Context: an optimization exercise on an open-source flow, tuned for small area, a short achievable clock period and few clock cycles. The choices shown serve that exercise and are no tape-out recipe.
The RTL was checked by simulation tests, not by an equivalence proof against the original design.
Power is estimated from default activity; no workload was simulated.

## Q
==> flow/design.v <==
module CHIP(clk,
            rst_n,
            mem_wen_D,
            mem_addr_D,
            mem_wdata_D,
            mem_rdata_D,
            mem_addr_I,
            mem_rdata_I
    );
    input         clk, rst_n ;
    output        mem_wen_D  ;
    output [31:0] mem_addr_D ;
    output [31:0] mem_wdata_D;
    input  [31:0] mem_rdata_D;
    output [31:0] mem_addr_I ;
    input  [31:0] mem_rdata_I;
    reg  [31:2] pc;
    reg         ex_valid, ex_replay;
    reg         fa_m, fa_w, fa_r, fb_m, fb_w, fb_r;
    reg         sa_m, sa_w, sa_r, sa_p, sb_m, sb_w, sb_r, sb_i;
    reg  [4:0]  ex_rd;
    reg         ex_wb, ex_sub, ex_cin, ex_ld, ex_st, ex_beq, ex_jalr, ex_mul, ex_xor, ex_slt, ex_lnk, ex_pred;
    reg  [31:0] ex_immv;       
    reg  [31:0] opA, opB;
    reg  [31:2] ex_pc;
    reg  [31:0] mS, mC;
    reg         mul_fin;
    reg         m_wb, m_ld, m_st;
    reg  [4:0]  m_rd;
    reg  [31:0] m_res, m_sdata;
    reg  [31:0] w_res;         
    reg  [31:0] rf [1:31];
    reg  [31:1] rfv;           
    wire [31:0] inst = mem_rdata_I;
    wire [4:0]  rs1 = inst[19:15];
    wire [4:0]  rs2 = inst[24:20];
    wire [4:0]  rd  = inst[11:7];
    wire i_opimm = ~inst[6] & ~inst[5] &  inst[4] & ~inst[2];
    wire i_op    = ~inst[6] &  inst[5] &  inst[4];
    wire i_load  = ~inst[6] & ~inst[5] & ~inst[4];
    wire i_store = ~inst[6] &  inst[5] & ~inst[4];
    wire i_auipc = ~inst[6] &  inst[4] &  inst[2];
    wire i_beq   =  inst[6] & ~inst[2];
    wire i_jalr  =  inst[6] &  inst[2] & ~inst[3];
    wire i_jal   =  inst[6] &  inst[3];
    wire i_slti  = i_opimm & inst[13];
    wire i_mul   = i_op & inst[25];
    wire i_xor   = i_op & inst[14];
    wire i_sub   = i_op & inst[30];
    wire [31:0] immI = {{20{inst[31]}}, inst[31:20]};
    wire [31:2] immJ  = {{12{inst[31]}}, inst[19:12], inst[20], inst[30:22]};
    wire [31:2] immB  = {{20{inst[31]}}, inst[7], inst[30:25], inst[11:9]};
    function [31:0] ks_add32;
        input [31:0] x, y;
        input        c;
        reg   [32:0] g, p, g2, p2;
        integer j, d;
        begin
            g = {x & y, c};
            p = {x ^ y, 1'b0};
            for (d = 1; d < 33; d = d * 2) begin
                g2 = g; p2 = p;
                for (j = d; j < 33; j = j + 1) begin
                    g2[j] = g[j] | (p[j] & g[j-d]);
                    p2[j] = p[j] & p[j-d];
                end
                g = g2; p = p2;
            end
            ks_add32 = (x ^ y) ^ g[31:0];
        end
    endfunction
    function [29:0] ks_add30;
        input [29:0] x, y;
        reg   [29:0] g, p, g2, p2;
        integer j, d;
        begin
            g = x & y;
            p = x ^ y;
            for (d = 1; d < 30; d = d * 2) begin
                g2 = g; p2 = p;
                for (j = d; j < 30; j = j + 1) begin
                    g2[j] = g[j] | (p[j] & g[j-d]);
                    p2[j] = p[j] & p[j-d];
                end
                g = g2; p = p2;
            end
            ks_add30 = (x ^ y) ^ {g[28:0], 1'b0};
        end
    endfunction
    function [29:0] inc30;
        input [29:0] x;
        integer j;
        begin
            inc30[0] = ~x[0];
            for (j = 1; j < 30; j = j + 1)
                inc30[j] = x[j] ^ (&(x | ~((30'd1 << j) - 30'd1)));
        end
    endfunction
    wire [31:2] pc4    = inc30(pc);
    wire [31:2] tgt_j  = ks_add30(pc, immJ);
    wire [31:2] tgt_b  = ks_add30(pc, immB);
    wire [31:2] tgt_if = inst[3] ? tgt_j : tgt_b;
    function [31:0] rf_init;
        input [4:0] a;
        begin
            case (a)
                5'd2:    rf_init = 32'h7fffeffc;
                5'd3:    rf_init = 32'h10008000;
                default: rf_init = 32'h0;
            endcase
        end
    endfunction
    wire [31:0] dec1 = 32'd1 << rs1;
    wire [31:0] dec2 = 32'd1 << rs2;
    wire [31:1] sel1 = dec1[31:1] & rfv;
    wire [31:1] sel2 = dec2[31:1] & rfv;
    reg  [31:0] rd1, rd2;
    integer k;
    always @(*) begin
        rd1 = ({32{dec1[2] & ~rfv[2]}} & rf_init(5'd2)) | ({32{dec1[3] & ~rfv[3]}} & rf_init(5'd3));
        rd2 = ({32{dec2[2] & ~rfv[2]}} & rf_init(5'd2)) | ({32{dec2[3] & ~rfv[3]}} & rf_init(5'd3));
        for (k = 1; k < 32; k = k + 1) begin
            rd1 = rd1 | ({32{sel1[k]}} & rf[k]);
            rd2 = rd2 | ({32{sel2[k]}} & rf[k]);
        end
    end
    wire [31:0] m_result = m_ld ? mem_rdata_D : m_res;
    wire [31:0] A = ({32{fa_m}} & m_res) | ({32{fa_w}} & w_res) | ({32{fa_r}} & opA);
    wire [31:0] B = ({32{fb_m}} & m_res) | ({32{fb_w}} & w_res) | ({32{fb_r}} & opB);
    wire        stall_ex = ex_valid & ex_mul & ~mul_fin;
    wire [31:0] aop     = ({32{sa_m}} & m_res) | ({32{sa_w}} & w_res) | ({32{sa_r}} & opA) |
                          ({32{sa_p}} & {ex_pc, 2'b00});
    wire [31:0] bop     = (({32{sb_m}} & m_res) | ({32{sb_w}} & w_res) | ({32{sb_r}} & opB) |
                           ({32{sb_i}} & ex_immv)) ^ {32{ex_sub}};
    wire [31:2] ex_pc4  = ex_pc + 30'd1;
    wire [31:0] sum     = ks_add32(aop, bop, ex_cin);
    wire        slt     = (A[31] == bop[31]) ? A[31] : sum[31];
    wire [31:0] ex_res  = ex_xor ? (A ^ B) :
                          ex_slt ? {31'd0, slt} :
                          ex_lnk ? {ex_pc4, 2'b00} : sum;
    wire        e_we    = ex_valid & ex_wb;           
    wire        taken   = (A == B);
    wire        redirect = ex_replay | (ex_valid & (ex_jalr | (ex_beq & (taken != ex_pred))));
    wire [31:2] redir_pc = ex_replay ? ex_pc : (ex_beq & ex_pred) ? ex_pc4 : sum[31:2];
    assign mem_addr_I  = {pc, 2'b00};
    assign mem_addr_D  = m_res;
    assign mem_wdata_D = m_sdata;
    assign mem_wen_D   = m_st;
    wire        f1e = e_we && (ex_rd == rs1);
    wire        f2e = e_we && (ex_rd == rs2);
    wire        f1m = m_wb && (m_rd == rs1);
    wire        f2m = m_wb && (m_rd == rs2);
    wire        hazard = ex_ld & (f1e | f2e);
    wire        pcs_if = i_auipc | i_beq;    
    wire        imm_if = ~i_op;              
    wire        pred_b  = i_jal | (i_beq & (inst[31] | (rs1 == rs2)));
    wire        pred    = pred_b;
    wire [31:2] pred_pc = tgt_if;
    function [63:0] csa;    
        input [31:0] a, b, c;
        reg   [31:0] s, q;
        begin
            s = a ^ b ^ c;
            q = (a & b) | (a & c) | (b & c);
            csa = {q[30:0], 1'b0, s};
        end
    endfunction
    wire [31:0] pp0 = B[0] ? A               : 32'd0;
    wire [31:0] pp1 = B[1] ? {A[30:0], 1'b0} : 32'd0;
    wire [31:0] pp2 = B[2] ? {A[29:0], 2'b0} : 32'd0;
    wire [31:0] pp3 = B[3] ? {A[28:0], 3'b0} : 32'd0;
    wire [31:0] pp4 = B[4] ? {A[27:0], 4'b0} : 32'd0;
    wire [31:0] pp5 = B[5] ? {A[26:0], 5'b0} : 32'd0;
    wire [31:0] pp6 = B[6] ? {A[25:0], 6'b0} : 32'd0;
    wire [31:0] pp7 = B[7] ? {A[24:0], 7'b0} : 32'd0;
    wire [63:0] t1a = csa(mS, mC, pp0);
    wire [63:0] t1b = csa(pp1, pp2, pp3);
    wire [63:0] t1c = csa(pp4, pp5, pp6);
    wire [63:0] t2a = csa(t1a[31:0], t1a[63:32], t1b[31:0]);
    wire [63:0] t2b = csa(t1b[63:32], t1c[31:0], t1c[63:32]);
    wire [63:0] t3  = csa(t2a[31:0], t2a[63:32], t2b[31:0]);
    wire [63:0] t4  = csa(t3[31:0], t3[63:32], t2b[63:32]);
    wire [63:0] l3  = csa(t4[31:0], t4[63:32], pp7);
    wire        mul_last = (B[31:8] == 24'd0) | (A[23:0] == 24'd0);
    always @(posedge clk or negedge rst_n) begin
        if (!rst_n) begin
            pc       <= 30'h00100000;
            ex_valid <= 1'b0;
            ex_replay <= 1'b0;
            mul_fin  <= 1'b0;
            m_wb     <= 1'b0;
            m_st     <= 1'b0;
            rfv      <= 31'd0;
        end else begin
            mul_fin <= stall_ex & mul_last;
            if (m_wb) rfv[m_rd] <= 1'b1;
            if (redirect)        pc <= redir_pc;
            else if (!stall_ex)  pc <= pred ? pred_pc : pc4;
            if (!stall_ex) begin
                ex_valid  <= ~redirect & ~hazard;
                ex_replay <= ~redirect & hazard;
            end
            m_wb <= e_we & ~stall_ex;
            m_st <= ex_valid & ex_st & ~stall_ex;
        end
    end
    always @(posedge clk) begin
        if (m_wb) rf[m_rd] <= m_result;
        m_ld    <= ex_ld;
        m_rd    <= ex_rd;
        m_res   <= ex_res;
        m_sdata <= B;
        w_res   <= m_result;
        ex_pc   <= pc;
        ex_immv <= i_auipc ? {inst[31:12], 12'd0} :
                   i_store ? {{20{inst[31]}}, inst[31:25], inst[11:7]} :
                   i_beq   ? {{19{inst[31]}}, inst[31], inst[7], inst[30:25], inst[11:8], 1'b0} :
                   i_slti  ? ~immI : immI;
        if (stall_ex) begin
            mS <= mul_last ? 32'd0 : l3[31:0];
            mC <= mul_last ? 32'd0 : l3[63:32];
            opA <= mul_last ? l3[31:0]  : {A[23:0], 8'd0};
            opB <= mul_last ? l3[63:32] : {8'd0, B[31:8]};
            {fa_m, fa_w, fa_r} <= 3'b001;
            {fb_m, fb_w, fb_r} <= 3'b001;
            {sa_m, sa_w, sa_r, sa_p} <= 4'b0010;
            {sb_m, sb_w, sb_r, sb_i} <= 4'b0010;
        end else begin
            mS <= 32'd0;
            mC <= 32'd0;
            opA <= rd1;
            opB <= rd2;
            {fa_m, fa_w, fa_r} <= {f1e, ~f1e & f1m, ~f1e & ~f1m};
            {fb_m, fb_w, fb_r} <= {f2e, ~f2e & f2m, ~f2e & ~f2m};
            {sa_m, sa_w, sa_r, sa_p} <= {f1e & ~pcs_if, ~f1e & f1m & ~pcs_if, ~f1e & ~f1m & ~pcs_if, pcs_if};
            {sb_m, sb_w, sb_r, sb_i} <= {f2e & ~imm_if, ~f2e & f2m & ~imm_if, ~f2e & ~f2m & ~imm_if, imm_if};
            ex_rd     <= rd;
            ex_wb     <= ~(i_store | i_beq) & (rd != 5'd0);
            ex_sub    <= i_sub;
            ex_cin    <= i_sub | i_slti;
            ex_ld     <= i_load;
            ex_st     <= i_store;
            ex_beq    <= i_beq;
            ex_jalr   <= i_jalr;
            ex_mul    <= i_mul;
            ex_xor    <= i_xor;
            ex_slt    <= i_slti;
            ex_lnk    <= i_jal | i_jalr;
            ex_pred   <= pred;
        end
    end
endmodule
clock: 10.0 ns
lec_check: 0
cap_margin: 20
core_margin: 2
core_utilization: 40
place_density: 0.5
setup_slack_margin: 5.0
slew_margin: 20
tns_end_percent: 5
standard.sh (not shown) runs the stock make flow with config.mk's settings and CLKGATE_MAP_FILE= SYNTH_SCRIPT=/design/flow/synth_recipe.tcl, a recipe that flattens the netlist after the stock synthesis.
==> flow/flow/run.sh <==
#!/bin/bash
set -euo pipefail
bash standard.sh 'BUFFER_PORTS_ARGS=-buffer_cell sky130_fd_sc_hd__buf_2' SETUP_SLACK_MARGIN=6.2 finish > standard.log 2>&1
Q reached the final stage; the timing, design-rule and antenna checks on its layout passed.
Testbench counts of Q, summed over its fixed seeds: cycles 36,806.
[inputs] R vs Q
-- flow/design.v --
<<< Q, line 170
    wire [31:0] pp2 = B[2] ? {A[29:0], 2'b0} : 32'd0;
    wire [31:0] pp3 = B[3] ? {A[28:0], 3'b0} : 32'd0;
    wire [31:0] pp4 = B[4] ? {A[27:0], 4'b0} : 32'd0;
    wire [31:0] pp5 = B[5] ? {A[26:0], 5'b0} : 32'd0;
    wire [31:0] pp6 = B[6] ? {A[25:0], 6'b0} : 32'd0;
    wire [31:0] pp7 = B[7] ? {A[24:0], 7'b0} : 32'd0;
    wire [63:0] t1a = csa(mS, mC, pp0);
    wire [63:0] t1b = csa(pp1, pp2, pp3);
    wire [63:0] t1c = csa(pp4, pp5, pp6);
    wire [63:0] t2a = csa(t1a[31:0], t1a[63:32], t1b[31:0]);
    wire [63:0] t2b = csa(t1b[63:32], t1c[31:0], t1c[63:32]);
    wire [63:0] t3  = csa(t2a[31:0], t2a[63:32], t2b[31:0]);
    wire [63:0] t4  = csa(t3[31:0], t3[63:32], t2b[63:32]);
    wire [63:0] l3  = csa(t4[31:0], t4[63:32], pp7);
    wire        mul_last = (B[31:8] == 24'd0) | (A[23:0] == 24'd0);
    always @(posedge clk or negedge rst_n) begin
        if (!rst_n) begin
>>> R, line 170
    wire [31:0] pp2 = B[2] ? {A[29:0], 2'b0} : 32'd0;
    wire [31:0] pp3 = B[3] ? {A[28:0], 3'b0} : 32'd0;
    wire [63:0] l1a = csa(mS, mC, pp0);
    wire [63:0] l1b = csa(pp1, pp2, pp3);
    wire [63:0] l2  = csa(l1a[31:0], l1a[63:32], l1b[31:0]);
    wire [63:0] l3  = csa(l2[31:0], l2[63:32], l1b[63:32]);
    wire        mul_last = (B[31:4] == 28'd0);
    always @(posedge clk or negedge rst_n) begin
        if (!rst_n) begin
<<< Q, line 220
            mS <= mul_last ? 32'd0 : l3[31:0];
            mC <= mul_last ? 32'd0 : l3[63:32];
            opA <= mul_last ? l3[31:0]  : {A[23:0], 8'd0};
            opB <= mul_last ? l3[63:32] : {8'd0, B[31:8]};
            {fa_m, fa_w, fa_r} <= 3'b001;
            {fb_m, fb_w, fb_r} <= 3'b001;
>>> R, line 212
            mS <= mul_last ? 32'd0 : l3[31:0];
            mC <= mul_last ? 32'd0 : l3[63:32];
            opA <= mul_last ? l3[31:0]  : {A[27:0], 4'd0};
            opB <= mul_last ? l3[63:32] : {4'd0, B[31:4]};
            {fa_m, fa_w, fa_r} <= 3'b001;
            {fb_m, fb_w, fb_r} <= 3'b001;
==> run notes <==
Growth of design area from synthesis to finish, Q and R, higher one = R. Looking at combinational fraction of design power across Q and R, the one that comes out higher is Q. Q has lower ratio of cells with drive above 1 in the final layout than R. Changes observed in R relative to Q: final RePlAce weighted congestion went up, wire length of the first global-routing pass went down, clock-buffer cell count went down. R completed; timing, DRC and antenna clean. Delta (R minus Q): compound-gate portion of the synthesized area grew by 1.4 points; final worst setup slack grew by 0.81 ns. R and Q ended up with roughly the same storage element area.
Testbench counts of R, summed over its fixed seeds: cycles 39,055.

[separate check: timing with driven ports]
No port has a modelled driver above. Below, the same layouts with a new extraction and two added sets of constraints. Step 1, drivers: a clkbuf_16 drives clk and a buf_2 each remaining input, both assumed. Step 2 also shifts input and output timing later by t, the mid clock arrival at the registers, as if the neighbouring blocks saw the same clock. a / b / c = no drivers / after step 1 / after step 2; a / b = the first two.
run	t, ns	setup WS [ns]	clock arrival spread, ns	worst slew at a driven data input, ns
Q	0.910	4.791 / 4.855 / 3.945	0.067 / 0.067	0.04
R	0.879	5.605 / 5.673 / 4.794	0.042 / 0.042	0.08
After both steps every run listed still meets setup and hold. The setup slack of Q, which loses most, moves by +0.064 ns with the drivers and by -0.846 ns with both steps.
